From an optimization exercise on the open Yosys and OpenROAD flow, aimed at small area; shortcuts taken in it are not production practice.
RTL that was checked went through simulation tests only; none was proved equivalent to the original.
For run 3, only the layout was checked, not whether the RTL still works.
The flow treats the clock pin as an ideal source, which a real chip does not have.
Power is estimated from default activity; no workload was simulated.

**design.v**
```verilog
module ethernet_top
  (
    input        CLK,
    input        RST_N,
    output       M_CLK,
    input        M_DATA,
    output       M_LRSEL,
    output       ETH_MDC,
    output       ETH_RSTN,
    output       ETH_TXEN,
    output [1:0] ETH_TXD
   );
   assign M_LRSEL = 1'b0;
   assign ETH_MDC = 1'b0;
   reg [2:0] rst_q;
   always @(posedge CLK) rst_q <= {rst_q[1:0], ~RST_N};
   wire rst  = |rst_q;
   wire crst = |rst_q[2:1];       
   function [3:0] CP(input integer i);
      CP = {i[3], i[3] ^ i[2], i[1], i[1] ^ i[0]};
   endfunction
   function [2:0] CQ(input integer i);
      case (i)
        0: CQ = 3'b000;
        1: CQ = 3'b001;
        2: CQ = 3'b011;
        3: CQ = 3'b111;
        default: CQ = 3'b110;
      endcase
   endfunction
   function [3:0] inc16(input [3:0] x);
      inc16 = {(x[1:0] == 2'b10) ? {x[2], ~x[3]} : x[3:2], x[0], ~x[1]};
   endfunction
   reg [3:0] p;
   reg [2:0] q;
   reg [3:0] g;
   reg [3:0] n;
   always @(posedge CLK) begin
      if (crst) begin
         p <= CP(5); q <= CQ(4); g <= CP(15); n <= CP(15);
      end
      else begin
         p <= inc16(p);
         if (p == CP(15)) begin
            q <= {q[1] & q[0], q[0], ~q[2]};
            if (q == CQ(4)) begin
               g <= inc16(g);
               if (g == CP(15)) n <= inc16(n);
            end
         end
      end
   end
   reg eth_rst;
   wire u_is_8 = (q == CQ(0)) && (p == CP(8));    
   always @(posedge CLK) eth_rst <= rst | (eth_rst & ~u_is_8);
   assign ETH_RSTN = ~eth_rst;
   reg armed;
   always @(posedge CLK)
     if (eth_rst) armed <= 1'b0;
     else if (n == CP(15)) armed <= 1'b1;
   reg mclk_d;
   always @(*) begin
      case ({q, p})
        7'b0000000: mclk_d = 1'b1;
        7'b0000001: mclk_d = 1'b1;
        7'b0000011: mclk_d = 1'b1;
        7'b0000010: mclk_d = 1'b1;
        7'b0000100: mclk_d = 1'b1;
        7'b0000101: mclk_d = 1'b1;
        7'b0000111: mclk_d = 1'b1;
        7'b0000110: mclk_d = 1'b1;
        7'b0001100: mclk_d = 1'b1;
        7'b0010010: mclk_d = 1'b1;
        7'b0010100: mclk_d = 1'b1;
        7'b0010101: mclk_d = 1'b1;
        7'b0010111: mclk_d = 1'b1;
        7'b0010110: mclk_d = 1'b1;
        7'b0011100: mclk_d = 1'b1;
        7'b0011101: mclk_d = 1'b1;
        7'b0011111: mclk_d = 1'b1;
        7'b0011110: mclk_d = 1'b1;
        7'b0011000: mclk_d = 1'b1;
        7'b0110110: mclk_d = 1'b1;
        7'b0111100: mclk_d = 1'b1;
        7'b0111101: mclk_d = 1'b1;
        7'b0111111: mclk_d = 1'b1;
        7'b0111110: mclk_d = 1'b1;
        7'b0111000: mclk_d = 1'b1;
        7'b0111001: mclk_d = 1'b1;
        7'b0111011: mclk_d = 1'b1;
        7'b0111010: mclk_d = 1'b1;
        7'b1110000: mclk_d = 1'b1;
        7'b1111110: mclk_d = 1'b1;
        7'b1111000: mclk_d = 1'b1;
        7'b1111001: mclk_d = 1'b1;
        7'b1111011: mclk_d = 1'b1;
        7'b1111010: mclk_d = 1'b1;
        7'b1100000: mclk_d = 1'b1;
        7'b1100001: mclk_d = 1'b1;
        7'b1100011: mclk_d = 1'b1;
        7'b1100010: mclk_d = 1'b1;
        7'b1100100: mclk_d = 1'b1;
        7'b1101010: mclk_d = 1'b1;
        default: mclk_d = 1'b0;
      endcase
   end
   reg eth_rst_d;
   always @(posedge CLK) eth_rst_d <= eth_rst;
   assign M_CLK = mclk_d & ~eth_rst_d;
   reg xs, xp;
   wire cap = ((q == CQ(1)) && (p == CP(0))) || ((q == CQ(2)) && (p == CP(4))) ||
              ((q == CQ(3)) && (p == CP(8))) || ((q == CQ(4)) && (p == CP(12)));
   always @(posedge CLK) if (cap) xs <= M_DATA;
   always @(posedge CLK)
     if (eth_rst) xp <= 1'b0;
     else if (p == CP(0)) xp <= xs;
   wire upd  = (q != CQ(1));
   wire comb = (g == CP(0)) && (q == CQ(1));
   wire lsb  = (p == CP(0));
   reg [31:0] ir0, ir1, ir2, ir3, ir4;
   reg [4:0]  ic;
   wire [1:0] io0 = ir0[31:30];
   wire [1:0] io1 = ir1[31:30];
   wire [1:0] io2 = ir2[31:30];
   wire [1:0] io3 = ir3[31:30];
   wire [1:0] io4 = ir4[31:30];
   wire [1:0] xa  = !upd ? 2'b00 : lsb ? {xs, 1'b1} : {xp, xp};
   wire [1:0] a1  = upd ? io0 : 2'b00;
   wire [1:0] a2  = upd ? io1 : 2'b00;
   wire [1:0] a3  = upd ? io2 : 2'b00;
   wire [1:0] a4  = upd ? io3 : 2'b00;
   wire [4:0] icin = lsb ? 5'b0 : ic;
   wire [2:0] s0 = io0 + xa + icin[0];
   wire [2:0] s1 = io1 + a1 + icin[1];
   wire [2:0] s2 = io2 + a2 + icin[2];
   wire [2:0] s3 = io3 + a3 + icin[3];
   wire [2:0] s4 = io4 + a4 + icin[4];
   always @(posedge CLK) begin
      if (eth_rst) begin
         ir0 <= {ir0[29:0], 2'b00};
         ir1 <= {ir1[29:0], 2'b00};
         ir2 <= {ir2[29:0], 2'b00};
         ir3 <= {ir3[29:0], 2'b00};
         ir4 <= {ir4[29:0], 2'b00};
         ic  <= 5'b0;
      end
      else begin
         ir0 <= {ir0[29:0], s0[1:0]};
         ir1 <= {ir1[29:0], s1[1:0]};
         ir2 <= {ir2[29:0], s2[1:0]};
         ir3 <= {ir3[29:0], s3[1:0]};
         ir4 <= {ir4[29:0], comb ? 2'b00 : s4[1:0]};
         ic  <= {s4[2], s3[2], s2[2], s1[2], s0[2]};
      end
   end
   reg [31:0] dr1, dr2, dr3, dr4;
   reg [4:1]  cc;
   wire [1:0] do1 = dr1[31:30];
   wire [1:0] do2 = dr2[31:30];
   wire [1:0] do3 = dr3[31:30];
   wire [1:0] do4 = dr4[31:30];
   wire [4:1] ccin = lsb ? 4'b1111 : cc;
   wire [1:0] c0 = io4;
   wire [2:0] c1 = c0      + {1'b0, ~do1} + ccin[1];
   wire [2:0] c2 = c1[1:0] + {1'b0, ~do2} + ccin[2];
   wire [2:0] c3 = c2[1:0] + {1'b0, ~do3} + ccin[3];
   wire [2:0] c4 = c3[1:0] + {1'b0, ~do4} + ccin[4];
   wire [1:0] y  = c4[1:0];
   always @(posedge CLK) begin
      if (eth_rst) begin
         dr1 <= {dr1[29:0], 2'b00};
         dr2 <= {dr2[29:0], 2'b00};
         dr3 <= {dr3[29:0], 2'b00};
         dr4 <= {dr4[29:0], 2'b00};
      end
      else begin
         dr1 <= {dr1[29:0], comb ? c0      : do1};
         dr2 <= {dr2[29:0], comb ? c1[1:0] : do2};
         dr3 <= {dr3[29:0], comb ? c2[1:0] : do3};
         dr4 <= {dr4[29:0], comb ? c3[1:0] : do4};
      end
      cc <= {c4[2], c3[2], c2[2], c1[2]};
   end
   wire skip = (n != CP(0)) &&
               (((g == CP(0)) && (q != CQ(0)) && (q != CQ(1))) || (g == CP(1)) || (g == CP(2)) ||
                ((g == CP(3)) && (q != CQ(3)) && (q != CQ(4))));
   reg  [1:0] sr [0:255];
   integer k;
   always @(posedge CLK) begin
      sr[0] <= comb ? y : skip ? sr[239] : sr[255];
      for (k = 1; k < 256; k = k + 1)
        sr[k] <= sr[k - 1];
   end
   wire fr  = armed && (n == CP(0));
   wire pre = ((g == CP(0)) && !((q == CQ(0)) && !p[3])) || ((g == CP(1)) && (q == CQ(0)));
   wire dat = ((g == CP(1)) && (q != CQ(0))) || (g == CP(2)) || (g == CP(3)) ||
              ((g == CP(4)) && ((q == CQ(0)) || (q == CQ(1))));
   wire fcs = (g == CP(4)) && (q == CQ(2));
   assign ETH_TXEN = fr && (pre || dat || fcs);
   reg [1:0] rom;
   always @(*) begin
      case ({g[0], q, p})
        8'b00001100: rom = 2'd1;
        8'b00001101: rom = 2'd1;
        8'b00001111: rom = 2'd1;
        8'b00001110: rom = 2'd1;
        8'b00001000: rom = 2'd1;
        8'b00001001: rom = 2'd1;
        8'b00001011: rom = 2'd1;
        8'b00001010: rom = 2'd1;
        8'b00010000: rom = 2'd1;
        8'b00010001: rom = 2'd1;
        8'b00010011: rom = 2'd1;
        8'b00010010: rom = 2'd1;
        8'b00010100: rom = 2'd1;
        8'b00010101: rom = 2'd1;
        8'b00010111: rom = 2'd1;
        8'b00010110: rom = 2'd1;
        8'b00011100: rom = 2'd1;
        8'b00011101: rom = 2'd1;
        8'b00011111: rom = 2'd1;
        8'b00011110: rom = 2'd1;
        8'b00011000: rom = 2'd1;
        8'b00011001: rom = 2'd1;
        8'b00011011: rom = 2'd1;
        8'b00011010: rom = 2'd1;
        8'b00110000: rom = 2'd1;
        8'b00110001: rom = 2'd1;
        8'b00110011: rom = 2'd1;
        8'b00110010: rom = 2'd1;
        8'b00110100: rom = 2'd1;
        8'b00110101: rom = 2'd1;
        8'b00110111: rom = 2'd1;
        8'b00110110: rom = 2'd3;
        8'b00111100: rom = 2'd0;
        8'b00111101: rom = 2'd3;
        8'b00111111: rom = 2'd0;
        8'b00111110: rom = 2'd2;
        8'b00111000: rom = 2'd3;
        8'b00111001: rom = 2'd1;
        8'b00111011: rom = 2'd0;
        8'b00111010: rom = 2'd1;
        8'b01110000: rom = 2'd2;
        8'b01110001: rom = 2'd3;
        8'b01110011: rom = 2'd3;
        8'b01110010: rom = 2'd2;
        8'b01110100: rom = 2'd0;
        8'b01110101: rom = 2'd3;
        8'b01110111: rom = 2'd1;
        8'b01110110: rom = 2'd0;
        8'b01111100: rom = 2'd2;
        8'b01111101: rom = 2'd0;
        8'b01111111: rom = 2'd0;
        8'b01111110: rom = 2'd2;
        8'b01111000: rom = 2'd1;
        8'b01111001: rom = 2'd3;
        8'b01111011: rom = 2'd2;
        8'b01111010: rom = 2'd3;
        8'b01100000: rom = 2'd0;
        8'b01100001: rom = 2'd0;
        8'b01100011: rom = 2'd0;
        8'b01100010: rom = 2'd0;
        8'b01100100: rom = 2'd0;
        8'b01100101: rom = 2'd2;
        8'b01100111: rom = 2'd1;
        8'b01100110: rom = 2'd0;
        8'b01101100: rom = 2'd2;
        8'b01101101: rom = 2'd3;
        8'b01101111: rom = 2'd3;
        8'b01101110: rom = 2'd0;
        8'b01101000: rom = 2'd1;
        8'b01101001: rom = 2'd0;
        8'b01101011: rom = 2'd0;
        8'b01101010: rom = 2'd0;
        8'b10000000: rom = 2'd3;
        8'b10000001: rom = 2'd2;
        8'b10000011: rom = 2'd2;
        8'b10000010: rom = 2'd3;
        8'b10000100: rom = 2'd2;
        8'b10000101: rom = 2'd3;
        8'b10000111: rom = 2'd2;
        8'b10000110: rom = 2'd1;
        8'b10001100: rom = 2'd0;
        8'b10001101: rom = 2'd0;
        8'b10001111: rom = 2'd0;
        8'b10001110: rom = 2'd0;
        8'b10001000: rom = 2'd0;
        8'b10001001: rom = 2'd0;
        8'b10001011: rom = 2'd0;
        8'b10001010: rom = 2'd1;
        default: rom = 2'd1;
      endcase
   end
   reg [1:0] tap;
   always @(*) begin
      case (p[3:2])
        2'b00: tap = sr[51];
        2'b01: tap = sr[59];
        2'b11: tap = sr[67];
        default: tap = sr[75];
      endcase
   end
   reg [31:0] crc;
   reg [1:0]  nk;
   always @(*) begin
      case (p)
        4'b0000: nk = 2'd2;  4'b0001: nk = 2'd0;  4'b0011: nk = 2'd1;  4'b0010: nk = 2'd3;
        4'b0100: nk = 2'd2;  4'b0101: nk = 2'd0;  4'b0111: nk = 2'd1;  4'b0110: nk = 2'd2;
        4'b1100: nk = 2'd3;  4'b1101: nk = 2'd3;  4'b1111: nk = 2'd0; 4'b1110: nk = 2'd3;
        4'b1000: nk = 2'd3; 4'b1001: nk = 2'd2; 4'b1011: nk = 2'd2; default: nk = 2'd3;
      endcase
   end
   wire [1:0] txd = dat ? tap : fcs ? (crc[1:0] ^ nk) : rom;
   assign ETH_TXD = txd;
   wire [1:0] fb = (fr && dat) ? (tap ^ crc[1:0]) : 2'b00;
   always @(posedge CLK)
     crc <= {2'b00, crc[31:2]} ^ ({32{fb[0]}} & 32'h76dc4190) ^ ({32{fb[1]}} & 32'hedb88320);
endmodule
```
**flow/run.sh**
```bash
#!/bin/bash
# Standard ORFS layout (the standard.sh, standard synthesis unchanged) with these changes:
#  - port buffers are buf_1 cells;
#  - before clock tree synthesis, logic cells go back to drive strength 1 and are downsized
#    where slack allows (flow/pre_cts.tcl);
#  - clock tree synthesis without dummy loads: clusters of up to 20 flip-flops within 50 um,
#    each driven by a clkbuf_8, with clkbuf_4 cells above them.
# The full make output goes to standard.log here; ORFS keeps each step's log under orfs/logs.
set -euo pipefail
export CTS_ARGS="-sink_clustering_enable -repair_clock_nets -dont_use_dummy_load -sink_clustering_size 20 -sink_clustering_max_diameter 50 -buf_list sky130_fd_sc_hd__clkbuf_8 -sink_clustering_buffer sky130_fd_sc_hd__clkbuf_8 -tree_buf sky130_fd_sc_hd__clkbuf_4 -root_buf sky130_fd_sc_hd__clkbuf_4"
export BUFFER_PORTS_ARGS="-buffer_cell sky130_fd_sc_hd__buf_1"
export PRE_CTS_TCL="$PWD/flow/pre_cts.tcl"
bash standard.sh > standard.log 2>&1
```
**constraint.sdc**
```tcl
create_clock -name core_clock -period 10.0 [get_ports {CLK}]
set_input_delay 2.0000 -clock core_clock [delete_from_list [all_inputs] [get_ports {CLK}]]
set_output_delay 2.0000 -clock core_clock [all_outputs]
set_load 0.01 [all_outputs]
```
**config.mk**
```make
export PLATFORM = sky130hd
export DESIGN_NAME = ethernet_top
export DESIGN_NICKNAME = ethernet_top
export VERILOG_FILES = /design/flow/design.v
export SDC_FILE = /design/flow/constraint.sdc
export NUM_CORES = 4
export LEC_CHECK = 0
export CAP_MARGIN = 20
export CORE_MARGIN = 2
export CORE_UTILIZATION = 77
export CTS_BUF_LIST = sky130_fd_sc_hd__clkbuf_8
export CTS_CLUSTER_DIAMETER = 60
export CTS_CLUSTER_SIZE = 18
export SLEW_MARGIN = 20
export SYNTH_MEMORY_MAX_BITS = 8192
```
**flow/pre_cts.tcl**
```tcl
# Before clock tree synthesis, with several ns of setup slack everywhere:
# logic cells that the mapper sized above drive strength 1 go back to their
# _1 variant (flip-flops, buffers and inverters are left alone), design rules
# are repaired, and cells are downsized further where slack allows.
set n_swapped 0
foreach inst [get_cells *] {
  set m [get_property $inst ref_name]
  if {[regexp {^sky130_fd_sc_hd__(\w+)_(2|4|6|8|12|16)$} $m -> fn sz]} {
    if {[regexp {^(clkbuf|buf|bufinv|inv|clkinv|clkinvlp|dfxtp|dfrtp|dfstp|edfxtp|dlygate|clkdlybuf|dly|conb|sdf|dfx|dfr|dfs|dfb|edf|dl)} $fn]} { continue }
    set target "sky130_fd_sc_hd__${fn}_1"
    if {[llength [get_lib_cells -quiet */$target]] == 0} { continue }
    replace_cell $inst $target
    incr n_swapped
  }
}
puts "pre_cts: $n_swapped cells set to drive strength 1"
estimate_parasitics -placement
repair_design
repair_timing -recover_power 100 -verbose
```
**standard.sh**
```bash
#!/bin/bash
# synth_recipe.tcl (not shown) runs the flow's synth.tcl, then flattens the netlist and writes it again
# the make line also repeats each setting of config.mk as NAME=value (left out here)
make -C /OpenROAD-flow-scripts/flow DESIGN_CONFIG=/design/flow/config.mk WORK_HOME=/design/flow/orfs CLKGATE_MAP_FILE= SYNTH_SCRIPT=/design/flow/synth_recipe.tcl "${@:-finish}"
```
==> flow_metrics.tcl, run 1 <==
set metrics [dict create \
    status "stopped before the end" \
    stop_stage "3_5_place_dp" \
    error "[ERROR DPL-0033] detailed placement checks failed during check placement." \
    ioPinCount 10 \
    ys_async_sr_fraction 0 \
    dp_hpwl_um 14490 \
    synthMuxAreaShare 0.01175 \
    ys.flop_type "dfxtp_1" \
    die_w_um 163.1 \
    yosys_warnings 2 \
    port_buffers 7 \
    rows 58 \
    yosys.area.top_type_share 0.8864 \
    ys_seq_elements 864 \
    yosysTopAreaCell "dfxtp_1" \
    place.gp.congestion 0.8143 \
    synthAdderAreaFrac 0.02273 \
    synthTopCellsByArea "dfxtp_1 89%, fa_1 1.8%, mux2i_1 0.77%, inv_1 0.73%, nor2_1 0.73%" \
    start_util 0.7785 \
    synth_area_per_cell_um2 16.79 \
    netlist_area_mm2 0.01949 \
    synth_top_family_by_area "simple AND/OR/NAND/NOR gates" \
    synthCells 1161 \
    dieHeight_um 163.1 \
    synth-seq-area-share 0.8880 \
    synth.distinct_cells 60 \
    synth_compound_area_frac 0.01798 \
    synth_xor_area_frac 0.01489 \
    synth_edf_count 1 \
    synth_simple_gate_area_frac 0.03133 \
]
==> kinds of logic after synthesis <==
| family | after synthesis |
|---|---|
| muxes | 19 |
| buffers and inverters | 60 |
| adders and majority gates | 25 |
| DFF | 864 |
| other | 1 |
| AOI/OAI and AO/OA | 48 |
| and+or+nand+nor | 119 |
| xor gates and xnor gates | 25 |
==> power groups by stage <==
stage / Combinational [mW] / Clock [mW] / Sequential [mW]
2_1_floorplan: 0.0118 / 0 / 3.52
3_3_place_gp: 0.0139 / 0 / 3.52
==> synthesized netlist by cell type, types with 4 or more instances <==
cell type  instances
dfxtp_1          863
inv_1             38
nor2_1            38
nand2_1           36
fa_1              18
mux2i_1           15
xor2_1            15
a21oi_1           10
clkbuf_1          10
nand2b_1           9
xnor2_2            7
nor3_1             6
o21ai_0            6
a31oi_1            5
ha_1               5
a211oi_1           4
buf_2              4
o211ai_1           4
==> how the worst max path moves through the flow <==
stage,end,slack [ns]
floorplan,ETH_TXD[1],5.82
global placement,ETH_TXD[1],5.59
==> stage by stage <==
| stage | hold slack, ns | power (mW) | std cells |
|---|---|---|---|
| 3_3_place_gp | 0.3097 | 3.535 | 1477 |
| 2_1_floorplan | 0.3096 | 3.532 | 1162 |
==> inputs of run 2 (changes only) <==
--- a/config.mk
+++ b/config.mk
@@ -9,3 +9,3 @@
 export CORE_MARGIN = 2
-export CORE_UTILIZATION = 77
+export CORE_UTILIZATION = 75
 export CTS_BUF_LIST = sky130_fd_sc_hd__clkbuf_8
==> run 2 against run 1 <==
Now clean on timing, DRC and antenna. Synthesized cell count stayed put. Area after synthesis stayed put.
==> flow_metrics.tcl, run 2 <==
set metrics [dict create \
    status "finished clean" \
    nets 1226 \
    grt_max_degree 30 \
    grt_pass1_wl_um 34870 \
    ctsHoldBuffers 0 \
    ioPinCount 10 \
    ys_seq_elements 864 \
    area_delta_synth_final_pct 4.474 \
    netlist_area_mm2 0.01949 \
    cp.arrival_ns 3.29 \
    dp_hpwl_um 12130 \
    final_cell_mix "863 x dfxtp_1, 45 x clkbuf_8, 40 x nor2_1, 38 x inv_1, 36 x nand2_1" \
    mostFrequentLayoutCell "dfxtp_1" \
    postCtsSetupBuffers 0 \
    yosysTopAreaCell "dfxtp_1" \
    finalMaxSlewViolations 0 \
    worstMarginPinSlew_ns 1.002 \
    fin_crit_ns 5.294 \
    fillers 1411 \
    ys.flop_type "dfxtp_1" \
    p_per_area_mw_per_mm2 234.0 \
    p_leak_nw 8.020 \
    dieArea_mm2 0.02729 \
    fin_setup_tns_ns 0 \
    yosys_warnings 2 \
    drive_gt1_frac 0.04341 \
    post-route-drc-count 0 \
    finalClockSkew_ns 0.08462 \
    largest_register_ffs 512 \
    drtIter0Drc 358 \
    ys_async_sr_fraction 0 \
    startpoint_type "flip-flop" \
    yosys.area.top_type_share 0.8864 \
    vias 7152 \
    coreArea_mm2 0.02576 \
    antenna_found_initial 2 \
    post-route-period-util 0.5294 \
    start_util 0.7565 \
    crit_type "flip-flop to primary output" \
    synth_edf_count 1 \
    synth_commonest_cells "863 x dfxtp_1, 38 x inv_1, 38 x nor2_1, 36 x nand2_1, 18 x fa_1" \
    setup-violations-final 0 \
    clk_latency_ns 0.75 \
    crit_fanout 10 \
    synth.distinct_cells 60 \
    wl_um 21450 \
    stdcell_area_mm2 0.02036 \
    cts_tree "built" \
    die_w_um 165.2 \
    synth_area_per_cell_um2 16.79 \
    slew_headroom 0.3310 \
    grt_pass1_vias 7144 \
    hp-class "flip-flop to flip-flop" \
    cts_buffers 50 \
    avgViaCountPerCell 4.662 \
    end_kind "primary output" \
    post_cts_resize_count 0 \
    rsz0062_at_grt "false" \
    ir_drop_mv 0.2391 \
    grt-ovfl-total 0 \
    drv_cap 0 \
    place.gp.congestion 0.8155 \
    largest_register "sr" \
    dieHeight_um 165.2 \
    clk_pin_slew_worst_paths_ns 0.11 \
    placed_cell_area_mm2 0.01983 \
    post_drt_wl_per_cell_um 13.98 \
    first_pass_iters 4 \
    ant_nets 0 \
    hold_violations 0 \
    grtUsageTotal 0.1633 \
    port_buffers 7 \
    yosysMostFrequentCell "dfxtp_1" \
    synth-seq-area-share 0.8880 \
    fmax_ghz 0.1889 \
    cp.required_ns 8.00 \
    synthCells 1161 \
    synthTopCellsByArea "dfxtp_1 89%, fa_1 1.8%, mux2i_1 0.77%, inv_1 0.73%, nor2_1 0.73%" \
    rows 59 \
    cts_sinks 864 \
]
-- run 2: cell counts after synthesis --
Identical to the previous run, type by type.
-- run 2: metrics by stage --
step	utilization	hold WS [ns]	std cells	setup WS (ns)	total power [mW]
finish	0.7903	0.2683	1534	4.706	4.765
global placement	0.7698	0.3100	1483	5.580	3.535
CTS	0.7902	0.2522	1533	4.722	4.809
floorplan	-	0.3096	1162	5.820	3.532
global route	0.7903	0.2391	1534	4.474	4.925
detailed placement	0.7698	0.3121	1483	5.542	3.536
-- run 2: worst paths after layout --
| path | from | to | slack (ns) | cells after the start |
|---|---|---|---|---|
| worst min-delay path | sr[77][0] | sr[78][0] | 0.27 | 0 |
| worst min register to register | sr[77][0] | sr[78][0] | 0.27 | 0 |
| worst max-delay path | p[0] | ETH_TXD[1] | 4.71 | 8 |
| worst max register to register | p[3] | sr[0][1] | 5.69 | 12 |
-- run 2: logic make-up (layout without fill, tap and decap cells) --
kind of cell,count (synthesis),in the layout,share of synthesized area
simple gates,119,119,0.03133
flops,864,864,0.8880
fa+ha+maj,25,25,0.02273
compound gates,48,48,0.01798
xor+xnor,25,25,0.01489
other cells,1,3,0.0001924
mux,19,19,0.01175
buf+inv,60,96,0.01316
-- run 2: cell type report --
type                            instances  area [um2]  share of cell area
Antenna cell                            1       2.502           0.0001229
Clock buffer                           50       656.9             0.03226
Timing Repair Buffer                    8       33.78            0.001659
Inverter                               38       142.6            0.007005
Multi-Input combinational cell        238        1800             0.08842
Tap cell                              335       419.2             0.02059
Sequential cell                       864       17310              0.8499
-- run 2: layer usage --
layer / vias to the layer above / wire, um / global-route usage
met5: - / 20 / 0
met4: 2 / 663 / 0.06680
met3: 56 / 796 / 0.03197
met2: 104 / 8588 / 0.2330
met1: 3313 / 11380 / 0.2480
li1: 3677 / - / -
-- run 2: critical path: stages, from the launching register on --
cell       delay (ns)
dfxtp_1          0.51
inv_1            0.15
ha_1             0.36
mux2_1           0.36
a2111oi_0        0.45
nor4_1           0.09
a211o_1          0.31
a31oi_1          0.20
buf_1            0.17
-- run 2: power by group --
group | internal (mW) | leakage, nW | switching (mW)
sequential | 3.44 | 6.96 | 0.00113
clock | 0.423 | 0.347 | 0.886
combinational | 0.00597 | 0.716 | 0.00858
total | 3.87 | 8.02 | 0.896
==> inputs of run 3 (changes only) <==
--- a/design.v
+++ b/design.v
@@ -314,3 +314,3 @@
    assign ETH_TXD = txd;
-   wire [1:0] fb = (fr && dat) ? (tap ^ crc[1:0]) : 2'b00;
+   wire [1:0] fb = dat ? (tap ^ crc[1:0]) : 2'b00;
    always @(posedge CLK)
==> run 3 against run 2 <==
Critical endpoint is now ETH_TXD[0]. Largest power group unchanged. Clock skew increased by 0.029 ns. Via count increased by 1.0%. Register-to-register slack improved by 0.13 ns. Die area decreased by 0.11%.
==> flow_metrics.tcl, run 3 <==
set metrics [dict create \
    netlist_area_mm2 0.01947 \
    max_stage_delay_ns 0.79 \
    ant_nets 0 \
    rrSetupSlack_ns 5.82 \
    crit_fanout 22 \
    drive_gt1_frac 0.04246 \
    slowest_stage "dfxtp_1" \
    synth_compound_area_frac 0.02063 \
    largest_register_ffs 512 \
    final_cell_mix "863 x dfxtp_1, 44 x nor2_1, 44 x clkbuf_8, 36 x inv_1, 34 x nand2_1" \
    synth_top_family_by_area "simple AND/OR/NAND/NOR gates" \
    first_pass_iters 5 \
    startpoint_type "flip-flop" \
    post-route-period-util 0.5291 \
    rsz0062_at_grt "false" \
    postCtsSetupBuffers 0 \
    fin_crit_ns 5.291 \
    drv_cap 0 \
    status "finished clean" \
    setup-violations-final 0 \
    dieArea_mm2 0.02726 \
    crit_buf_inv 2 \
    wl_um 23120 \
    area_delta_synth_final_pct 4.550 \
    synthCells 1164 \
    cts_buffers 49 \
    cts_sinks 864 \
    synth_xor_area_frac 0.01388 \
    critPathCapture "ETH_TXD[0]" \
    ys_async_sr_fraction 0 \
    largest_register "sr" \
    vias 7227 \
    stdcell_area_mm2 0.02035 \
    ys.flop_type "dfxtp_1" \
    dieHeight_um 165.1 \
    finalClockSkew_ns 0.1137 \
    ys_seq_elements 864 \
    slew_headroom 0.3430 \
    synthMuxAreaShare 0.01015 \
    post_cts_resize_count 0 \
    mostFrequentLayoutCell "dfxtp_1" \
    hp-class "flip-flop to flip-flop" \
    grtUsageTotal 0.1777 \
    cts_tree "built" \
    post_drt_wl_per_cell_um 15.09 \
    placed_cell_area_mm2 0.01980 \
    start_util 0.7687 \
    clk_latency_ns 0.75 \
    drtIter0Drc 438 \
    ir_drop_mv 0.1866 \
    ioPinCount 10 \
    yosys.area.top_type_share 0.8874 \
    die_w_um 165.1 \
    grt_max_degree 28 \
    synthAdderAreaFrac 0.02172 \
    fmax_ghz 0.1890 \
    ctsHoldBuffers 0 \
    total_power_mw 4.753 \
    yosysMostFrequentCell "dfxtp_1" \
    reg2reg_depth 12 \
    p_per_area_mw_per_mm2 233.5 \
    port_buffers 7 \
    finalMaxSlewViolations 0 \
    avgViaCountPerCell 4.717 \
    worstMarginPinSlew_ns 0.9842 \
    yosysTopAreaCell "dfxtp_1" \
    timing.rr.end "sr[0][1]" \
    yosys_warnings 2 \
    place_ws_ns 5.457 \
    synth_commonest_cells "863 x dfxtp_1, 42 x nor2_1, 35 x inv_1, 34 x nand2_1, 18 x fa_1" \
    post-route-drc-count 0 \
    place.gp.congestion 0.7958 \
    p_leak_nw 8.003 \
    synth-seq-area-share 0.8889 \
    timing.rr.start "p[2]" \
    coreArea_mm2 0.02533 \
    synth_edf_count 1 \
    synth_simple_gate_area_frac 0.03123 \
    synthTopCellsByArea "dfxtp_1 89%, fa_1 1.9%, nor2_1 0.81%, inv_1 0.67%, xor2_1 0.67%" \
    crit_type "flip-flop to primary output" \
    cp.arrival_ns 3.29 \
    crit_family "flip-flops" \
    cp_cell_sequence "clkinv_1 > mux4_1 > or3_1 > a31o_1 > a21oi_1 > buf_1" \
    fin_setup_tns_ns 0 \
    antenna_found_initial 2 \
    grt_pass1_vias 7228 \
    setup_ws_ns 4.709 \
    clk_pin_slew_worst_paths_ns 0.11 \
    rows 58 \
    grt-ovfl-total 0 \
    nets 1229 \
    grt_pass1_wl_um 37090 \
    hold_violations 0 \
    startpoint "p[3]" \
    end_kind "primary output" \
    synth.distinct_cells 64 \
    cp.required_ns 8.00 \
    dp_hpwl_um 13330 \
    synth_area_per_cell_um2 16.73 \
    cp.depth 6 \
]
## run 3: report_power, final
part           internal [mW]  total [mW]  switching [mW]
clock                  0.414        1.30           0.883
sequential              3.44        3.44         0.00109
combinational        0.00573      0.0141         0.00840
## run 3: how the worst min path moves through the flow
stage                     startpoint         to  slack [ns]  cells after the start
after global placement       dr3[29]    dr3[31]        0.31                      0
after floorplan               crc[2]     crc[0]        0.31                      0
after detailed placement      ir3[1]     ir3[3]        0.31                      0
final                      sr[55][1]  sr[56][1]        0.28                      0
after CTS                  sr[78][0]  sr[79][0]        0.27                      0
after global routing       sr[78][0]  sr[79][0]        0.26                      0
## run 3: layout make-up
| cell class | count | area, um2 |
|---|---|---|
| sequential | 864 | 17310 |
| fill | 1290 | 4972 |
| multi-input combinational | 241 | 1809 |
| clock buffer | 49 | 643.1 |
| tap | 330 | 412.9 |
| inverter | 38 | 142.6 |
| timing repair buffer | 9 | 37.54 |
| antenna | 1 | 2.502 |
## run 3: cells by family (layout without fill, tap and decap cells)
group | Yosys count | after routing
flops | 864 | 864
simple gates | 122 | 122
buf+inv | 60 | 96
compound gates | 54 | 54
xor+xnor | 24 | 24
fa+ha+maj | 23 | 23
mux | 16 | 16
other cells | 1 | 3
## run 3: through the flow
step	instances	hold WS (ns)	utilization
3_5_place_dp	1480	0.3121	0.7816
2_1_floorplan	1165	0.3096	-
4_1_cts	1530	0.2673	0.8030
6_report	1532	0.2793	0.8037
5_1_grt	1532	0.2611	0.8037
3_3_place_gp	1480	0.3097	0.7816
## run 3: per-layer routing
metal	vias up	part of all wire	track usage
met3	46	0.032	0.02972
met1	3412	0.50	0.2614
met2	91	0.44	0.2739
met5	-	0	0
met4	0	0.026	0.05889
li1	3678	-	-
==> inputs of run 4 (changes only) <==
--- a/design.v
+++ b/design.v
@@ -314,3 +314,3 @@
    assign ETH_TXD = txd;
-   wire [1:0] fb = dat ? (tap ^ crc[1:0]) : 2'b00;
+   wire [1:0] fb = (fr && dat) ? (tap ^ crc[1:0]) : 2'b00;
    always @(posedge CLK)
--- a/flow/run.sh
+++ b/flow/run.sh
@@ -9,3 +9,3 @@
 set -euo pipefail
-export CTS_ARGS="-sink_clustering_enable -repair_clock_nets -dont_use_dummy_load -sink_clustering_size 20 -sink_clustering_max_diameter 50 -buf_list sky130_fd_sc_hd__clkbuf_8 -sink_clustering_buffer sky130_fd_sc_hd__clkbuf_8 -tree_buf sky130_fd_sc_hd__clkbuf_4 -root_buf sky130_fd_sc_hd__clkbuf_4"
+export CTS_ARGS="-sink_clustering_enable -repair_clock_nets -dont_use_dummy_load -sink_clustering_size 23 -sink_clustering_max_diameter 45 -buf_list sky130_fd_sc_hd__clkbuf_8 -sink_clustering_buffer sky130_fd_sc_hd__clkbuf_8 -tree_buf sky130_fd_sc_hd__clkbuf_4 -root_buf sky130_fd_sc_hd__clkbuf_4"
 export BUFFER_PORTS_ARGS="-buffer_cell sky130_fd_sc_hd__buf_1"
==> run 4 against run 3 <==
Largest power group unchanged. Clock power hardly changed. Area after synthesis is 0.11% higher. Flip-flop and latch count stayed put. Still clean. Via count is 1.0% lower. Sequential power hardly changed. Power is 0.22% higher. Die area is 0.11% higher. Critical path depth is 2 higher. Clock skew is 0.021 ns lower. Largest cell class unchanged. Utilization is 1.4 points lower.
==> flow_metrics.tcl, run 4 <==
set metrics [dict create \
    grt_pass1_wl_um 35820 \
    worstMarginPinSlew_ns 1.019 \
    largest_register "sr" \
    power.share.clock 0.274 \
    status "finished clean" \
    drv_cap 0 \
    start_util 0.7565 \
    synth_commonest_cells "863 x dfxtp_1, 38 x inv_1, 38 x nor2_1, 36 x nand2_1, 18 x fa_1" \
    p_int_mw 3.862 \
    synth-seq-area-share 0.8880 \
    yosysTopAreaCell "dfxtp_1" \
    crit_fanout 10 \
    crit_buf_inv 2 \
    place_ws_ns 5.542 \
    clk_pin_slew_worst_paths_ns 0.12 \
    cts_tree "built" \
    synth_simple_gate_area_frac 0.03133 \
    slew_headroom 0.3196 \
    synthCells 1161 \
    largest_register_ffs 512 \
    netlist_area_mm2 0.01949 \
    rows 59 \
    layout.cells.non_filler 1533 \
    area_delta_synth_final_pct 4.404 \
    grt-ovfl-total 0 \
    grt_max_degree 30 \
    grt_pass1_vias 7206 \
    drtIter0Drc 271 \
    synth_top_family_by_area "simple AND/OR/NAND/NOR gates" \
    end_kind "primary output" \
    antenna_found_initial 2 \
    mostFrequentLayoutCell "dfxtp_1" \
    placed_cell_area_mm2 0.01983 \
    ctsHoldBuffers 0 \
    post-route-drc-count 0 \
    synth_xor_area_frac 0.01489 \
    post_drt_wl_per_cell_um 14.49 \
    stdcell_area_mm2 0.02035 \
    cts_sinks 864 \
    wl_um 22220 \
    combPwrFrac 0.003 \
    setup-violations-final 0 \
    utilization 0.7898 \
    final_cell_mix "863 x dfxtp_1, 44 x clkbuf_8, 40 x nor2_1, 38 x inv_1, 36 x nand2_1" \
    clk_latency_ns 0.75 \
    fin_setup_tns_ns 0 \
    synth_area_per_cell_um2 16.79 \
    slowest_stage "dfxtp_1" \
    hold_violations 0 \
    vias 7154 \
    swShare 0.1892 \
    coreArea_mm2 0.02576 \
    finalMaxSlewViolations 0 \
    hp-class "flip-flop to flip-flop" \
    p_sw_uw 901.4 \
    cts_buffers 49 \
    synth_edf_count 1 \
    first_pass_iters 4 \
    p_leak_nw 8.013 \
    drive_gt1_frac 0.04261 \
    startpoint_type "flip-flop" \
    dp_hpwl_um 12130 \
    postCtsSetupBuffers 0 \
    nets 1225 \
    synthMuxAreaShare 0.01175 \
    place.gp.congestion 0.8155 \
    synthTopCellsByArea "dfxtp_1 89%, fa_1 1.8%, mux2i_1 0.77%, inv_1 0.73%, nor2_1 0.73%" \
    ys_async_sr_fraction 0 \
    avgViaCountPerCell 4.667 \
    yosys_warnings 2 \
    dp.cells 1483 \
    post_cts_resize_count 0 \
    p_per_area_mw_per_mm2 234.1 \
    cp.required_ns 8.00 \
    synthAdderAreaFrac 0.02273 \
    fillers 1389 \
    post-route-period-util 0.5240 \
    finalClockSkew_ns 0.09233 \
    synth.distinct_cells 60 \
    ir_drop_mv 0.2279 \
    grtUsageTotal 0.1689 \
    ys_seq_elements 864 \
    setup_ws_ns 4.760 \
    max_stage_delay_ns 0.50 \
    synth_compound_area_frac 0.01798 \
    cp.arrival_ns 3.24 \
    yosys.area.top_type_share 0.8864 \
    fmax_ghz 0.1908 \
    die_w_um 165.2 \
    yosysMostFrequentCell "dfxtp_1" \
    cp_cell_sequence "inv_1 > ha_1 > mux2_1 > a2111oi_0 > nor4_1 > a211o_1 > a31oi_1 > buf_1" \
    fin_crit_ns 5.240 \
    power_frac_seq 0.723 \
    dieHeight_um 165.2 \
    ant_nets 0 \
    dieArea_mm2 0.02729 \
    ys.flop_type "dfxtp_1" \
    crit_type "flip-flop to primary output" \
    crit_family "compound AO/OA/AOI/OAI gates" \
    rsz0062_at_grt "false" \
    ioPinCount 10 \
    port_buffers 7 \
]
[run 4: cell types whose count changed after synthesis, sizes merged, moves of 2 or more]
cell,previous run,this run
o211ai,7,4
nor2,44,41
nand2,34,36
a2111oi,0,2
mux2i,13,15
maj3,0,2
or3,5,3
buf,7,12
o221ai,4,0
clkbuf,15,10
[run 4: cell type report]
cell class                      count  area (um2)  area share
Tap cell                          335       419.2     0.02060
Antenna cell                        1       2.502   0.0001230
Timing Repair Buffer                8       33.78    0.001660
Sequential cell                   864       17310      0.8505
Multi-Input combinational cell    238        1800     0.08848
Inverter                           38       142.6    0.007010
Clock buffer                       49       643.1     0.03161
[run 4: worst reg2reg max path, cell delays in order, from the launching register on]
cell and delay (ns):
dfxtp_1 0.88, nor2_1 0.17, nand2_1 0.36, nand2b_1 0.13, fa_1 0.52, inv_1 0.06
fa_1 0.38, inv_1 0.07, fa_1 0.45, fa_1 0.55, inv_1 0.06, fa_1 0.50
mux2i_1 0.06
[run 4: layer usage]
layer | up-vias | global-route usage | part of all wire
met3 | 52 | 0.03422 | 0.036
met4 | 2 | 0.06087 | 0.026
met5 | - | 0 | 0.00059
met1 | 3345 | 0.2507 | 0.52
met2 | 86 | 0.2506 | 0.42
li1 | 3669 | - | -
[run 4: metrics by stage]
step / hold WS [ns] / total power, mW
CTS: 0.2649 / 4.807
global placement: 0.3100 / 3.535
detailed placement: 0.3121 / 3.536
finish: 0.2614 / 4.764
floorplan: 0.3096 / 3.532
global route: 0.2496 / 4.918
[run 4: path summary, 6_finish.rpt]
| path | startpoint | endpoint | slack [ns] | cells after the start |
|---|---|---|---|---|
| setup / recovery | p[0] | ETH_TXD[1] | 4.76 | 8 |
| hold / removal | sr[53][0] | sr[54][0] | 0.26 | 0 |
| setup reg to reg | p[3] | sr[0][1] | 5.69 | 12 |
| hold reg to reg | sr[53][0] | sr[54][0] | 0.26 | 0 |
[run 4: power by group through the flow]
| stage | sequential (mW) | combinational [mW] | clock [mW] |
|---|---|---|---|
| 2_1_floorplan | 3.52 | 0.0118 | 0 |
| 3_3_place_gp | 3.52 | 0.0139 | 0 |
| 3_5_place_dp | 3.52 | 0.0146 | 0 |
| 4_1_cts | 3.44 | 0.0146 | 1.35 |
| 5_1_grt | 3.44 | 0.0164 | 1.46 |
| 6_report | 3.44 | 0.0145 | 1.31 |
[run 4: cell families (layout without fill, tap and decap cells)]
family / count (synthesis) / in the layout
AOI/OAI and AO/OA: 48 / 48
DFF: 864 / 864
and+or+nand+nor: 119 / 119
muxes: 19 / 19
xor gates and xnor gates: 25 / 25
buffers and inverters: 60 / 95
other: 1 / 3
adders and majority gates: 25 / 25
==> inputs of run 5 (changes only) <==
--- a/flow/run.sh
+++ b/flow/run.sh
@@ -9,3 +9,3 @@
 set -euo pipefail
-export CTS_ARGS="-sink_clustering_enable -repair_clock_nets -dont_use_dummy_load -sink_clustering_size 23 -sink_clustering_max_diameter 45 -buf_list sky130_fd_sc_hd__clkbuf_8 -sink_clustering_buffer sky130_fd_sc_hd__clkbuf_8 -tree_buf sky130_fd_sc_hd__clkbuf_4 -root_buf sky130_fd_sc_hd__clkbuf_4"
+export CTS_ARGS="-sink_clustering_enable -repair_clock_nets -dont_use_dummy_load -sink_clustering_size 21 -sink_clustering_max_diameter 55 -buf_list sky130_fd_sc_hd__clkbuf_8 -sink_clustering_buffer sky130_fd_sc_hd__clkbuf_8 -tree_buf sky130_fd_sc_hd__clkbuf_4 -root_buf sky130_fd_sc_hd__clkbuf_4"
 export BUFFER_PORTS_ARGS="-buffer_cell sky130_fd_sc_hd__buf_1"
==> run 5 against run 4 <==
Final cell count about the same. Global-route usage is 0.18 points lower. Via count barely moved. Wire length decreased by 0.74%. Synthesized cell count stayed put. Clock power is essentially flat. Utilization decreased by 0.097 points. Final area down 0.12%. Critical path depth unchanged. Die area stayed put. Flip-flop and latch count stayed put. Clock-buffer cell count down 2. Largest cell class unchanged. Largest power group unchanged.
==> flow_metrics.tcl, run 5 <==
set metrics [dict create \
    status "finished clean" \
    p_int_mw 3.845 \
    ys_async_sr_fraction 0 \
    avgViaCountPerCell 4.666 \
    port_buffers 7 \
    fin_setup_tns_ns 0 \
    synth_edf_count 1 \
    final_cell_mix "863 x dfxtp_1, 42 x clkbuf_8, 40 x nor2_1, 38 x inv_1, 36 x nand2_1" \
    clk_pin_slew_worst_paths_ns 0.11 \
    synth_commonest_cells "863 x dfxtp_1, 38 x inv_1, 38 x nor2_1, 36 x nand2_1, 18 x fa_1" \
    cp.required_ns 8.00 \
    grt_pass1_vias 7227 \
    synth_xor_area_frac 0.01489 \
    post_cts_resize_count 0 \
    drive_gt1_frac 0.04100 \
    ioPinCount 10 \
    clk_latency_ns 0.73 \
    ys_seq_elements 864 \
    cp_cell_sequence "inv_1 > ha_1 > mux2_1 > a2111oi_0 > nor4_1 > a211o_1 > a31oi_1 > buf_1" \
    synthAdderAreaFrac 0.02273 \
    fillers 1415 \
    grt_max_degree 30 \
    start_util 0.7565 \
    setup_ws_ns 4.723 \
    grtUsageTotal 0.1671 \
    drtIter0Drc 299 \
    wl_um 22050 \
    grt-ovfl-total 0 \
    post_drt_wl_per_cell_um 14.39 \
    grt_pass1_wl_um 35700 \
    drv_cap 0 \
    yosys_warnings 2 \
    fin_crit_ns 5.277 \
    worstMarginPinSlew_ns 0.9863 \
    area_delta_synth_final_pct 4.275 \
    cp.arrival_ns 3.28 \
    synth.distinct_cells 60 \
    power.share.clock 0.271 \
    first_pass_iters 4 \
    p_sw_uw 897.9 \
    fmax_ghz 0.1895 \
    dp_hpwl_um 12130 \
    combPwrFrac 0.003 \
    slew_headroom 0.3416 \
    mostFrequentLayoutCell "dfxtp_1" \
    startpoint_type "flip-flop" \
    crit_fanout 10 \
    cts_tree "built" \
    synth_simple_gate_area_frac 0.03133 \
    cts_sinks 864 \
    setup-violations-final 0 \
    crit_type "flip-flop to primary output" \
    max_stage_delay_ns 0.51 \
    met2_usage 0.2460 \
    synth_top_family_by_area "simple AND/OR/NAND/NOR gates" \
    synthMuxAreaShare 0.01175 \
    power_frac_seq 0.726 \
    yosysTopAreaCell "dfxtp_1" \
    post-route-drc-count 0 \
    finalMaxSlewViolations 0 \
    coreArea_mm2 0.02576 \
    largest_register "sr" \
    use_met1 0.2510 \
    place.gp.congestion 0.8155 \
    dieArea_mm2 0.02729 \
    synth_compound_area_frac 0.01798 \
    dp.cells 1483 \
    ir_drop_mv 0.2209 \
    rsz0062_at_grt "false" \
    ys.flop_type "dfxtp_1" \
    netlist_area_mm2 0.01949 \
    finalClockSkew_ns 0.06170 \
    vias 7149 \
    slowest_stage "dfxtp_1" \
    nets 1223 \
    swShare 0.1893 \
    cts_buffers 47 \
    place_ws_ns 5.542 \
    hold_violations 0 \
    rows 59 \
    synth-seq-area-share 0.8880 \
    die_w_um 165.2 \
    synthCells 1161 \
    ctsHoldBuffers 0 \
    yosys.area.top_type_share 0.8864 \
    total_power_mw 4.743 \
    hp-class "flip-flop to flip-flop" \
    end_kind "primary output" \
    synthTopCellsByArea "dfxtp_1 89%, fa_1 1.8%, mux2i_1 0.77%, inv_1 0.73%, nor2_1 0.73%" \
    postCtsSetupBuffers 0 \
    dieHeight_um 165.2 \
    layout.cells.non_filler 1532 \
    met3_usage 0.03546 \
    synth_area_per_cell_um2 16.79 \
    yosysMostFrequentCell "dfxtp_1" \
    p_leak_nw 7.999 \
    p_per_area_mw_per_mm2 233.4 \
    largest_register_ffs 512 \
    ant_nets 0 \
    top_usage_layer "met1" \
    antenna_found_initial 1 \
    post-route-period-util 0.5277 \
]
run 5: kinds of logic (layout without fill, tap and decap cells):
group	after synthesis	count (layout)
XOR/XNOR	25	25
flip-flops	864	864
buffers and inverters	60	93
adder cells (fa/ha/maj)	25	25
AND/OR/NAND/NOR	119	119
AO/OA/AOI/OAI	48	48
multiplexers	19	19
other	1	4
run 5: final timing paths:
check                                from    endpoint  slack (ns)  cells after the start
worst max-delay path                 p[0]  ETH_TXD[1]        4.72                      8
worst min-delay path            sr[77][1]   sr[78][1]        0.27                      0
worst max register to register       p[3]    sr[0][1]        5.67                     12
worst min register to register  sr[77][1]   sr[78][1]        0.27                      0
run 5: power groups by stage:
stage	Clock [mW]	Sequential (mW)	Combinational, mW
finish	1.29	3.44	0.0146
floorplan	0	3.52	0.0118
CTS	1.33	3.44	0.0146
global placement	0	3.52	0.0139
global route	1.44	3.44	0.0165
detailed placement	0	3.52	0.0146
run 5: final cells by class:
cell class | instances | area (um2) | area share
tap | 335 | 419.2 | 0.02062
multi-input combinational | 238 | 1800 | 0.08859
clock buffer | 47 | 615.6 | 0.03029
antenna | 2 | 5.005 | 0.0002463
sequential | 864 | 17310 | 0.8516
timing repair buffer | 8 | 33.78 | 0.001662
inverter | 38 | 142.6 | 0.007018
run 5: stage by stage:
| step | hold WS (ns) | cell area [um2] | utilization |
|---|---|---|---|
| CTS | 0.2642 | 20320 | 0.7885 |
| finish | 0.2729 | 20320 | 0.7888 |
| global placement | 0.3100 | 19830 | 0.7698 |
| detailed placement | 0.3121 | 19830 | 0.7698 |
| global route | 0.2534 | 20320 | 0.7888 |
| floorplan | 0.3096 | 19490 | - |
run 5: critical path, delay by kind of cell, from the launching register on:
| family | cells | cell delay [ns] |
|---|---|---|
| mux | 1 | 0.36 |
| fa+ha+maj | 1 | 0.36 |
| buf+inv | 2 | 0.32 |
| flops | 1 | 0.51 |
| simple gates | 1 | 0.09 |
| compound gates | 3 | 0.96 |
run 5: layer usage:
metal  share of wire  vias to the layer above  wire [um]
met2            0.41                       93       9141
met3           0.036                       46        799
met5               0                        -          0
met1            0.53                     3338      11630
met4           0.022                        0        477
li1                -                     3672          -
==> inputs of run 6 (changes only) <==
--- a/flow/run.sh
+++ b/flow/run.sh
@@ -5,3 +5,3 @@
 #    where slack allows (flow/pre_cts.tcl);
-#  - clock tree synthesis without dummy loads: clusters of up to 20 flip-flops within 50 um,
+#  - clock tree synthesis without dummy loads: clusters of up to 21 flip-flops within 55 um,
 #    each driven by a clkbuf_8, with clkbuf_4 cells above them.
==> run 6 against run 5 <==
Clock power about the same. Final area did not move. Critical path depth did not move. Largest cell class unchanged. Maximum frequency is the same. Utilization unchanged. Area after synthesis is the same.
==> flow_metrics.tcl, run 6 <==
set metrics [dict create \
    ys_async_sr_fraction 0 \
    timing.rr.end "sr[0][1]" \
    grt_max_degree 30 \
    post_cts_resize_count 0 \
    setup-violations-final 0 \
    rrSetupSlack_ns 5.67 \
    met3_usage 0.03546 \
    finalMaxSlewViolations 0 \
    ioPinCount 10 \
    hold_violations 0 \
    cp.required_ns 8.00 \
    utilization 0.7888 \
    finalClockSkew_ns 0.06170 \
    place.gp.congestion 0.8155 \
    grtUsageTotal 0.1671 \
    ys_seq_elements 864 \
    startpoint_type "flip-flop" \
    ant_nets 0 \
    port_buffers 7 \
    hp-class "flip-flop to flip-flop" \
    antenna_found_initial 1 \
    grt-ovfl-total 0 \
    synth-seq-area-share 0.8880 \
    p_int_mw 3.845 \
    grt_pass1_vias 7227 \
    post-route-drc-count 0 \
    clk_latency_ns 0.73 \
    avgViaCountPerCell 4.666 \
    drtIter0Drc 299 \
    fin_setup_tns_ns 0 \
    drive_gt1_frac 0.04100 \
    setup_ws_ns 4.723 \
    fillers 1415 \
    ctsHoldBuffers 0 \
    die_w_um 165.2 \
    crit_fanout 10 \
    whs_ns 0.2729 \
    dieHeight_um 165.2 \
    post_drt_wl_per_cell_um 14.39 \
    stdcell_area_mm2 0.02032 \
    largest_register_ffs 512 \
    placed_cell_area_mm2 0.01983 \
    coreArea_mm2 0.02576 \
    clk_pin_slew_worst_paths_ns 0.11 \
    drv_cap 0 \
    crit_type "flip-flop to primary output" \
    synthCells 1161 \
    multi_input_area_mm2 0.001800 \
    rsz0062_at_grt "false" \
    grt_pass1_wl_um 35700 \
    final_cell_mix "863 x dfxtp_1, 42 x clkbuf_8, 40 x nor2_1, 38 x inv_1, 36 x nand2_1" \
    yosysMostFrequentCell "dfxtp_1" \
    top_usage_layer "met1" \
    p_sw_uw 897.9 \
    reg2reg_depth 12 \
    min-delay-start "sr[77][1]" \
    post-route-period-util 0.5277 \
    cp.arrival_ns 3.28 \
    power_frac_seq 0.726 \
    place_ws_ns 5.542 \
    dieArea_mm2 0.02729 \
    use_met1 0.2510 \
    p_per_area_mw_per_mm2 233.4 \
    synth_commonest_cells "863 x dfxtp_1, 38 x inv_1, 38 x nor2_1, 36 x nand2_1, 18 x fa_1" \
    fin_crit_ns 5.277 \
    netlist_area_mm2 0.01949 \
    holdPathStages 0 \
    cts_sinks 864 \
    yosysTopAreaCell "dfxtp_1" \
    wl_um 22050 \
    slew_headroom 0.3416 \
    synthTopCellsByArea "dfxtp_1 89%, fa_1 1.8%, mux2i_1 0.77%, inv_1 0.73%, nor2_1 0.73%" \
    yosys.area.top_type_share 0.8864 \
    vias 7149 \
    cts_tree "built" \
    power.share.clock 0.271 \
    synth_area_per_cell_um2 16.79 \
    met2_usage 0.2460 \
    largest_register "sr" \
    rows 59 \
    area_delta_synth_final_pct 4.275 \
    dp_hpwl_um 12130 \
    nets 1223 \
    synth_edf_count 1 \
    synth.distinct_cells 60 \
    status "finished clean" \
    ys.flop_type "dfxtp_1" \
    cts_buffers 47 \
    combPwrFrac 0.003 \
    fmax_ghz 0.1895 \
    seqCellArea_mm2 0.01731 \
    swShare 0.1893 \
    first_pass_iters 4 \
    mostFrequentLayoutCell "dfxtp_1" \
    p_leak_nw 7.999 \
    worstMarginPinSlew_ns 0.9863 \
    postCtsSetupBuffers 0 \
    start_util 0.7565 \
    yosys_warnings 2 \
    ir_drop_mv 0.2209 \
    min_to "sr[78][1]" \
    end_kind "primary output" \
    timing.rr.start "p[3]" \
]
run 6: logic make-up after synthesis:
logic type / share of synthesized area
AO/OA/AOI/OAI: 0.01798
XOR/XNOR: 0.01489
adder cells (fa/ha/maj): 0.02273
buffers and inverters: 0.01316
flip-flops: 0.8880
multiplexers: 0.01175
other: 0.0001924
AND/OR/NAND/NOR: 0.03133
run 6: through the flow:
step | std cells | power (mW)
finish | 1532 | 4.743
CTS | 1530 | 4.786
floorplan | 1162 | 3.532
global route | 1532 | 4.898
detailed placement | 1483 | 3.536
global placement | 1483 | 3.535
run 6: layout make-up:
type                    count  area share
flip-flops and latches    864      0.8516
multi-input cells         238     0.08859
clock buffers              47     0.03029
well taps                 335     0.02062
inverters                  38    0.007018
repair buffers              8    0.001662
diodes                      2   0.0002463
run 6: worst max path at each step:
stage	slack, ns	from	to	depth (start not counted)
2_1_floorplan	5.82	p[0]	ETH_TXD[1]	8
3_3_place_gp	5.58	p[2]	ETH_TXD[1]	6
3_5_place_dp	5.54	p[2]	ETH_TXD[1]	6
4_1_cts	4.73	p[0]	ETH_TXD[1]	8
5_1_grt	4.48	p[0]	ETH_TXD[1]	8
6_report	4.72	p[0]	ETH_TXD[1]	8
run 6: power groups by stage:
stage	combinational [mW]	clock (mW)	sequential (mW)
after floorplan	0.0118	0	3.52
after global placement	0.0139	0	3.52
after detailed placement	0.0146	0	3.52
after CTS	0.0146	1.33	3.44
after global routing	0.0165	1.44	3.44
final	0.0146	1.29	3.44
run 6: critical path: stages (launching register included):
cell       delay, ns
dfxtp_1         0.51
inv_1           0.15
ha_1            0.36
mux2_1          0.36
a2111oi_0       0.45
nor4_1          0.09
a211o_1         0.31
a31oi_1         0.20
buf_1           0.17
run 6: metal layers:
| layer | wire, um | share of wire |
|---|---|---|
| met5 | 0 | 0 |
| met4 | 477 | 0.022 |
| met3 | 799 | 0.036 |
| met1 | 11630 | 0.53 |
| met2 | 9141 | 0.41 |
==> inputs of run 7 (changes only) <==
==> flow/run.sh (replaced) <==
#!/bin/bash
# Standard ORFS layout (the standard.sh, standard synthesis unchanged) with these changes:
#  - port buffers are buf_1 cells;
#  - before clock tree synthesis, logic cells go back to drive strength 1 and are downsized
#    where slack allows (flow/pre_cts.tcl);
#  - clock tree synthesis without dummy loads: clusters of up to 20 flip-flops within 50 um,
#    each driven by a clkbuf_8, with clkbuf_4 cells above them.
# The full make output goes to standard.log here; ORFS keeps each step's log under orfs/logs.
set -euo pipefail
export CTS_ARGS="-sink_clustering_enable -repair_clock_nets -dont_use_dummy_load -sink_clustering_size 21 -sink_clustering_max_diameter 50 -buf_list sky130_fd_sc_hd__clkbuf_8 -sink_clustering_buffer sky130_fd_sc_hd__clkbuf_8 -tree_buf sky130_fd_sc_hd__clkbuf_4 -root_buf sky130_fd_sc_hd__clkbuf_4"
export BUFFER_PORTS_ARGS="-buffer_cell sky130_fd_sc_hd__buf_1"
export PRE_CTS_TCL="$PWD/flow/pre_cts.tcl"
bash standard.sh > standard.log 2>&1
==> run 7 against run 6 <==
Power rose by 0.24%. Die area did not move. Clock skew rose by 0.029 ns. Sequential share of layout area fell by 0.11 points. Critical path depth did not move. Register-to-register slack barely moved. First-iteration DRC count rose by 16%. Clock power barely moved. Final cell count barely moved. Critical path type unchanged. Critical endpoint unchanged. Largest cell class unchanged. Highest routed layer is now met5.
==> flow_metrics.tcl, run 7 <==
set metrics [dict create \
    utilization 0.7898 \
    port_buffers 7 \
    ys_async_sr_fraction 0 \
    swShare 0.1878 \
    cts_tree "built" \
    antenna_found_initial 2 \
    p_int_mw 3.862 \
    ioPinCount 10 \
    mostFrequentLayoutCell "dfxtp_1" \
    drive_gt1_frac 0.04261 \
    synth.distinct_cells 60 \
    cp.arrival_ns 3.24 \
    drv_cap 0 \
    slowest_stage "dfxtp_1" \
    avgViaCountPerCell 4.658 \
    synthCells 1161 \
    final_cell_mix "863 x dfxtp_1, 44 x clkbuf_8, 40 x nor2_1, 38 x inv_1, 36 x nand2_1" \
    ctsHoldBuffers 0 \
    startpoint "p[0]" \
    yosysMostFrequentCell "dfxtp_1" \
    placed_cell_area_mm2 0.01983 \
    setup_ws_ns 4.756 \
    largest_register "sr" \
    wl_um 21570 \
    synth_commonest_cells "863 x dfxtp_1, 38 x inv_1, 38 x nor2_1, 36 x nand2_1, 18 x fa_1" \
    post-route-drc-count 0 \
    yosys.area.top_type_share 0.8864 \
    rows 59 \
    grt-ovfl-total 0 \
    post-route-period-util 0.5244 \
    status "finished clean" \
    crit_type "flip-flop to primary output" \
    fin_crit_ns 5.244 \
    min-delay-start "sr[76][0]" \
    postCtsSetupBuffers 0 \
    end_kind "primary output" \
    synthTopCellsByArea "dfxtp_1 89%, fa_1 1.8%, mux2i_1 0.77%, inv_1 0.73%, nor2_1 0.73%" \
    nets 1225 \
    post_drt_wl_per_cell_um 14.07 \
    grtUsageTotal 0.1632 \
    p_sw_uw 892.8 \
    power.share.clock 0.273 \
    crit_family "compound AO/OA/AOI/OAI gates" \
    setup-violations-final 0 \
    start_util 0.7565 \
    die_w_um 165.2 \
    crit_fanout 10 \
    coreArea_mm2 0.02576 \
    p_per_area_mw_per_mm2 233.6 \
    worstMarginPinSlew_ns 0.9818 \
    reg2reg_depth 12 \
    grt_pass1_wl_um 34970 \
    vias 7141 \
    power_frac_seq 0.724 \
    fillers 1415 \
    first_pass_iters 6 \
    synth_area_per_cell_um2 16.79 \
    netlist_area_mm2 0.01949 \
    rsz0062_at_grt "false" \
    stdcell_area_mm2 0.02035 \
    cts_buffers 49 \
    synth_edf_count 1 \
    yosysTopAreaCell "dfxtp_1" \
    dp_hpwl_um 12130 \
    finalMaxSlewViolations 0 \
    ir_drop_mv 0.2200 \
    synth-seq-area-share 0.8880 \
    place.gp.congestion 0.8155 \
    ant_nets 0 \
    crit_buf_inv 2 \
    ys_seq_elements 864 \
    fin_setup_tns_ns 0 \
    yosys_warnings 2 \
    hp-class "flip-flop to flip-flop" \
    cp_cell_sequence "inv_1 > ha_1 > mux2_1 > a2111oi_0 > nor4_1 > a211o_1 > a31oi_1 > buf_1" \
    timing.rr.start "p[3]" \
    place_ws_ns 5.542 \
    max_stage_delay_ns 0.51 \
    p_leak_nw 8.013 \
    startpoint_type "flip-flop" \
    drtIter0Drc 347 \
    combPwrFrac 0.003 \
    area_delta_synth_final_pct 4.404 \
    hold_violations 0 \
    holdPathStages 0 \
    cp.required_ns 8.00 \
    ys.flop_type "dfxtp_1" \
    clk_pin_slew_worst_paths_ns 0.11 \
    rrSetupSlack_ns 5.67 \
    total_power_mw 4.754 \
    cts_sinks 864 \
    fmax_ghz 0.1907 \
    min_to "sr[77][0]" \
    finalClockSkew_ns 0.09108 \
    post_cts_resize_count 0 \
    largest_register_ffs 512 \
    dieArea_mm2 0.02729 \
    timing.rr.end "sr[0][1]" \
    grt_max_degree 30 \
    dieHeight_um 165.2 \
    slew_headroom 0.3446 \
    grt_pass1_vias 7168 \
    clk_latency_ns 0.74 \
]
==> run 7: through the flow <==
step	std cells	hold slack, ns
floorplan	1162	0.3096
global placement	1483	0.3100
detailed placement	1483	0.3121
CTS	1532	0.2165
global route	1533	0.2024
finish	1533	0.2343
==> run 7: kinds of logic after synthesis <==
kind of cell / after synthesis / synth area share
buffers and inverters: 60 / 0.01316
adders and majority gates: 25 / 0.02273
DFF: 864 / 0.8880
and+or+nand+nor: 119 / 0.03133
xor gates and xnor gates: 25 / 0.01489
AOI/OAI and AO/OA: 48 / 0.01798
muxes: 19 / 0.01175
other: 1 / 0.0001924
==> run 7: cell type report <==
type | instances | area, um2 | share of cell area
inverters | 38 | 142.6 | 0.007010
well taps | 335 | 419.2 | 0.02060
flip-flops and latches | 864 | 17310 | 0.8505
clock buffers | 49 | 643.1 | 0.03161
repair buffers | 8 | 33.78 | 0.001660
multi-input cells | 238 | 1800 | 0.08848
diodes | 1 | 2.502 | 0.0001230
==> run 7: worst max path at each step <==
stage,end,cells after the start
after detailed placement,ETH_TXD[1],6
after CTS,ETH_TXD[1],8
final,ETH_TXD[1],8
after global routing,ETH_TXD[1],8
after floorplan,ETH_TXD[1],8
after global placement,ETH_TXD[1],6
==> run 7: power groups by stage <==
| stage | Combinational (mW) | Sequential [mW] | Clock, mW |
|---|---|---|---|
| global route | 0.0164 | 3.44 | 1.45 |
| finish | 0.0145 | 3.44 | 1.30 |
| global placement | 0.0139 | 3.52 | 0 |
| detailed placement | 0.0146 | 3.52 | 0 |
| floorplan | 0.0118 | 3.52 | 0 |
| CTS | 0.0146 | 3.44 | 1.34 |
==> run 7: worst reg2reg max path, cell delays in order, from the launching register on <==
cell      delay (ns)
dfxtp_1         0.88
nor2_1          0.17
nand2_1         0.37
nand2b_1        0.13
fa_1            0.52
inv_1           0.06
fa_1            0.38
inv_1           0.07
fa_1            0.45
fa_1            0.55
inv_1           0.06
fa_1            0.50
mux2i_1         0.06
==> run 7: per-layer routing <==
metal  vias to the layer above  wire [um]  global-route usage  share of wire
met1                      3322      11410              0.2462           0.53
met5                         -         20                   0        0.00093
li1                       3673          -                   -              -
met2                        87       8815              0.2390           0.41
met3                        57        740             0.03272          0.034
met4                         2        583             0.05613          0.027
==> inputs of run 8 (changes only) <==
--- a/flow/run.sh
+++ b/flow/run.sh
@@ -5,3 +5,3 @@
 #    where slack allows (flow/pre_cts.tcl);
-#  - clock tree synthesis without dummy loads: clusters of up to 20 flip-flops within 50 um,
+#  - clock tree synthesis without dummy loads: clusters of up to 21 flip-flops within 50 um,
 #    each driven by a clkbuf_8, with clkbuf_4 cells above them.
==> run 8 against run 7 <==
Utilization did not move. Hold slack stayed put. Via count stayed put. Setup slack did not move. Flip-flop and latch count is the same. Largest power group unchanged. Area after synthesis stayed put. Sequential share of layout area unchanged. Clock skew did not move. Critical path depth stayed put. Clock-buffer cell count stayed put. Still clean.
==> flow_metrics.tcl, run 8 <==
set metrics [dict create \
    yosys.area.top_type_share 0.8864 \
    fmax_ghz 0.1907 \
    post_cts_resize_count 0 \
    cts_sinks 864 \
    synth_xor_area_frac 0.01489 \
    grt_pass1_vias 7168 \
    yosys_warnings 2 \
    dieHeight_um 165.2 \
    ir_drop_mv 0.2200 \
    clk_latency_ns 0.74 \
    p_leak_nw 8.013 \
    end_kind "primary output" \
    hp-class "flip-flop to flip-flop" \
    synthTopCellsByArea "dfxtp_1 89%, fa_1 1.8%, mux2i_1 0.77%, inv_1 0.73%, nor2_1 0.73%" \
    ant_nets 0 \
    finalMaxSlewViolations 0 \
    ys_seq_elements 864 \
    dp.cells 1483 \
    grt_pass1_wl_um 34970 \
    synth_area_per_cell_um2 16.79 \
    cp.required_ns 8.00 \
    finalClockSkew_ns 0.09108 \
    power_frac_seq 0.724 \
    fin_setup_tns_ns 0 \
    p_int_mw 3.862 \
    slew_headroom 0.3446 \
    clk_pin_slew_worst_paths_ns 0.11 \
    synth-seq-area-share 0.8880 \
    hold_violations 0 \
    cts_buffers 49 \
    ys_async_sr_fraction 0 \
    netlist_area_mm2 0.01949 \
    power.share.clock 0.273 \
    swShare 0.1878 \
    dieArea_mm2 0.02729 \
    postCtsSetupBuffers 0 \
    final_cell_mix "863 x dfxtp_1, 44 x clkbuf_8, 40 x nor2_1, 38 x inv_1, 36 x nand2_1" \
    synthAdderAreaFrac 0.02273 \
    synth_top_family_by_area "simple AND/OR/NAND/NOR gates" \
    synth_commonest_cells "863 x dfxtp_1, 38 x inv_1, 38 x nor2_1, 36 x nand2_1, 18 x fa_1" \
    status "finished clean" \
    port_buffers 7 \
    drtIter0Drc 347 \
    area_delta_synth_final_pct 4.404 \
    rows 59 \
    rsz0062_at_grt "false" \
    largest_register "sr" \
    synth_simple_gate_area_frac 0.03133 \
    post_drt_wl_per_cell_um 14.07 \
    post-route-drc-count 0 \
    mostFrequentLayoutCell "dfxtp_1" \
    p_per_area_mw_per_mm2 233.6 \
    grt_max_degree 30 \
    combPwrFrac 0.003 \
    synthMuxAreaShare 0.01175 \
    synth_edf_count 1 \
    layout.cells.non_filler 1533 \
    grt-ovfl-total 0 \
    dp_hpwl_um 12130 \
    ioPinCount 10 \
    yosysMostFrequentCell "dfxtp_1" \
    ys.flop_type "dfxtp_1" \
    setup-violations-final 0 \
    drv_cap 0 \
    post-route-period-util 0.5244 \
    start_util 0.7565 \
    crit_fanout 10 \
    synth.distinct_cells 60 \
    nets 1225 \
    cp.arrival_ns 3.24 \
    cts_tree "built" \
    worstMarginPinSlew_ns 0.9818 \
    ctsHoldBuffers 0 \
    coreArea_mm2 0.02576 \
    antenna_found_initial 2 \
    p_sw_uw 892.8 \
    yosysTopAreaCell "dfxtp_1" \
    synthCells 1161 \
    startpoint_type "flip-flop" \
    largest_register_ffs 512 \
    synth_compound_area_frac 0.01798 \
    crit_type "flip-flop to primary output" \
    first_pass_iters 6 \
    wl_um 21570 \
    vias 7141 \
    grtUsageTotal 0.1632 \
    die_w_um 165.2 \
    avgViaCountPerCell 4.658 \
    fin_crit_ns 5.244 \
    place.gp.congestion 0.8155 \
    drive_gt1_frac 0.04261 \
]
run 8: cell counts after synthesis:
No cell type changed its count.
run 8: path summary, 6_finish.rpt:
kind / depth (start not counted) / from / slack (ns) / end
setup / recovery: 8 / p[0] / 4.76 / ETH_TXD[1]
hold / removal: 0 / sr[76][0] / 0.23 / sr[77][0]
setup reg to reg: 12 / p[3] / 5.67 / sr[0][1]
hold reg to reg: 0 / sr[76][0] / 0.23 / sr[77][0]
run 8: critical path, cell delays in order, from the launching register on:
cell	delay [ns]
dfxtp_1	0.51
inv_1	0.15
ha_1	0.35
mux2_1	0.35
a2111oi_0	0.45
nor4_1	0.09
a211o_1	0.31
a31oi_1	0.19
buf_1	0.17
run 8: per-stage QoR:
step	cell area, um2	hold WS (ns)	utilization	total power, mW	worst slack [ns]
after floorplan	19490	0.3096	-	3.532	5.820
after global placement	19830	0.3100	0.7698	3.535	5.580
after detailed placement	19830	0.3121	0.7698	3.536	5.542
after CTS	20340	0.2165	0.7896	4.799	4.748
after global routing	20350	0.2024	0.7898	4.909	4.498
final	20350	0.2343	0.7898	4.754	4.756
run 8: area by class of cell:
type                            count  area (um2)
Antenna cell                        1       2.502
Clock buffer                       49       643.1
Fill cell                        1415        5415
Inverter                           38       142.6
Multi-Input combinational cell    238        1800
Sequential cell                   864       17310
Tap cell                          335       419.2
Timing Repair Buffer                8       33.78
run 8: power by group through the flow:
stage | registers (mW) | logic (mW) | clock network (mW)
final | 3.44 | 0.0145 | 1.30
after global routing | 3.44 | 0.0164 | 1.45
after CTS | 3.44 | 0.0146 | 1.34
after detailed placement | 3.52 | 0.0146 | 0
after global placement | 3.52 | 0.0139 | 0
after floorplan | 3.52 | 0.0118 | 0
run 8: cells by family after synthesis:
family | Yosys count
AO/OA/AOI/OAI | 48
XOR/XNOR | 25
adder cells (fa/ha/maj) | 25
buffers and inverters | 60
flip-flops | 864
multiplexers | 19
other | 1
AND/OR/NAND/NOR | 119
run 8: layer usage:
metal,vias to the layer above,part of all wire,GRT usage
met3,57,0.034,0.03272
met1,3322,0.53,0.2462
met5,-,0.00093,0
li1,3673,-,-
met4,2,0.027,0.05613
met2,87,0.41,0.2390
